Source: an optimization exercise on an open RTL-to-GDS flow (aim: small area). Production flows keep margins and buffers that such runs may drop.
Only simulation tests tie the RTL to the original design; equivalence was not proved.
Power is estimated from default activity; no workload was simulated.

Setup of job 7482:
==> flow/design.v (excerpt) <==
module lightcube8_top #(parameter FRAME_GEN_CLK_DIV = 14, parameter SCAN_CLK_DIV = 14)
(
    input wire clk,
    input wire resetn,
    input wire [15:0] switch,
    output wire [15:0] led,
    output wire [7 :0] num_csn,
    output wire [6 :0] num_a_g,
    input wire rx,
    output wire tx,
    output wire [7:0] high_csn,
    output wire [7:0] row,
    output wire [7:0] row_cs
);
Size: about 1,800 cells after synthesis, about 1,200 flip-flops, ~75 I/O pins, about 29,000 um^2 of cells after synthesis.
Settings: LEC_CHECK=0, CAP_MARGIN=40, CORE_MARGIN=2, CORE_UTILIZATION=60, SLEW_MARGIN=40, SYNTH_MEMORY_MAX_BITS=8192; clock period 10.0 ns.
standard.sh (not shown) runs the stock make flow with config.mk's settings and CLKGATE_MAP_FILE= SYNTH_SCRIPT=/design/flow/synth_recipe.tcl, a recipe that flattens the netlist after the stock synthesis.
==> flow/flow/run.sh <==
#!/bin/bash
# Standard layout, with clock-tree synthesis told not to add dummy loads and
# the port buffers made of the smallest buffer cell.
set -euo pipefail
export CTS_ARGS="-sink_clustering_enable -repair_clock_nets -dont_use_dummy_load -buf_list sky130_fd_sc_hd__clkbuf_16 -sink_clustering_size 30 -sink_clustering_max_diameter 50"
export BUFFER_PORTS_ARGS="-buffer_cell sky130_fd_sc_hd__buf_1"
bash standard.sh > standard_flow.log 2>&1
### job 7482 -> job 1580
Settings: setting CTS_BUF_LIST to sky130_fd_sc_hd__clkbuf_8 for the first time; setting CTS_CLUSTER_SIZE to 20 for the first time; setting CTS_CLUSTER_DIAMETER to 60 for the first time.
==> flow/run.sh (new file) <==
#!/bin/bash
# synth_recipe.tcl (not shown) runs the flow's synth.tcl, then flattens the netlist and writes it again
# the make line also repeats each setting of config.mk as NAME=value (left out here)
make -C /OpenROAD-flow-scripts/flow DESIGN_CONFIG=/design/flow/config.mk WORK_HOME=/design/flow/orfs CLKGATE_MAP_FILE= SYNTH_SCRIPT=/design/flow/synth_recipe.tcl finish
removed: flow/flow/run.sh
removed: flow/standard.sh
Findings:
Job 1580: data arrival time at the worst-slack endpoint is 0.36 ns higher than what job 7482 reported. Sequential share of layout area in job 1580 is 0.29 points higher than in job 7482. | switching part of the total | lower: job 7482 |. The total power in job 7482 is 1.07 times that in job 1580. Final period demand of the worst path: job 1580 vs job 7482 up 0.23 ns. | transition at the pin with the smallest max-transition slack | job 1580 vs job 7482 | 0.0070 ns lower |. Comparing share of total power in the clock network for job 1580 and job 7482, the bigger number came from job 7482. Taking job 7482 as the reference, in job 1580 worst setup slack has decreased; part of the cycle the worst path needs has increased; count of clock-buffer cells in the layout has increased.
Relative to job 1580, the following input files were edited for job 8234:
Settings: a deleted CTS_CLUSTER_DIAMETER that had been 60; a deleted CTS_BUF_LIST that had been sky130_fd_sc_hd__clkbuf_8; a deleted CTS_CLUSTER_SIZE that had been 20.
==> flow/flow/run.sh (new file) <==
#!/bin/bash
# Standard layout, with clock-tree synthesis told not to add dummy loads and
# the port buffers made of the smallest buffer cell.
set -euo pipefail
export CTS_ARGS="-sink_clustering_enable -repair_clock_nets -dont_use_dummy_load -buf_list sky130_fd_sc_hd__clkbuf_4 -sink_clustering_size 12 -sink_clustering_max_diameter 40"
export BUFFER_PORTS_ARGS="-buffer_cell sky130_fd_sc_hd__buf_1"
bash standard.sh > standard_flow.log 2>&1
==> flow/standard.sh (new file) <==
#!/bin/bash
# synth_recipe.tcl (not shown) runs the flow's synth.tcl, then flattens the netlist and writes it again
# the make line also repeats each setting of config.mk as NAME=value (left out here)
make -C /OpenROAD-flow-scripts/flow DESIGN_CONFIG=/design/flow/config.mk WORK_HOME=/design/flow/orfs CLKGATE_MAP_FILE= SYNTH_SCRIPT=/design/flow/synth_recipe.tcl "${@:-finish}"
removed: flow/run.sh
==> run notes <==
Lower delay contributed by the slowest stage of the critical path goes to job 8234 over job 1580. Compared with job 1580, job 8234 shows a higher fraction of layout cells with a size suffix above 1. Job 1580 has higher switching component of the power than job 8234. Run comparison: job 1580 slowest stage cell on the critical path sky130_fd_sc_hd__clkdlybuf4s50_1; job 8234 slowest stage cell on the critical path sky130_fd_sc_hd__ha_1. Compared with job 1580, in job 8234 area growth from synthesis to final layout dropped 1.9 points; core region area barely changed; clock skew climbed 0.057 ns; H-tree depth climbed 1. Sort job 1580 and job 8234 by total power, descending, and job 1580 comes first. Achievable clock frequency was higher in the run labelled job 8234. Count of placed standard cells including taps: job 1580 vs job 8234 — no meaningful difference.

port drivers added, routing unchanged:
How much do the figures lean on ideal ports? The routed layouts below were timed once more, with nothing changed but the port constraints. Step 1, drivers: a clkbuf_16 drives clk and a buf_2 each remaining input, both assumed. Step 2 times the ports against the registers' clock, not the clock port: input delays grow and output delays shrink by t, the midpoint of the rising clock arrivals with the driver on. a / b / c = ideal ports / drivers / drivers and shift; a / b = the first two.
run | t, ns | setup WS [ns] | hold slack, ns
job 7482 | 0.626 | 1.875 / 1.911 / 1.285 | 0.265 / 0.265 / 0.265
job 1580 | 0.719 | 1.648 / 1.675 / 0.956 | 0.313 / 0.313 / 0.313
job 8234 | 0.940 | 2.225 / 2.256 / 1.316 | 0.267 / 0.267 / 0.267
After both steps every run listed still meets setup and hold. For job 8234, which loses most, drivers alone change the setup slack by +0.031 ns; drivers and shift together by -0.909 ns.
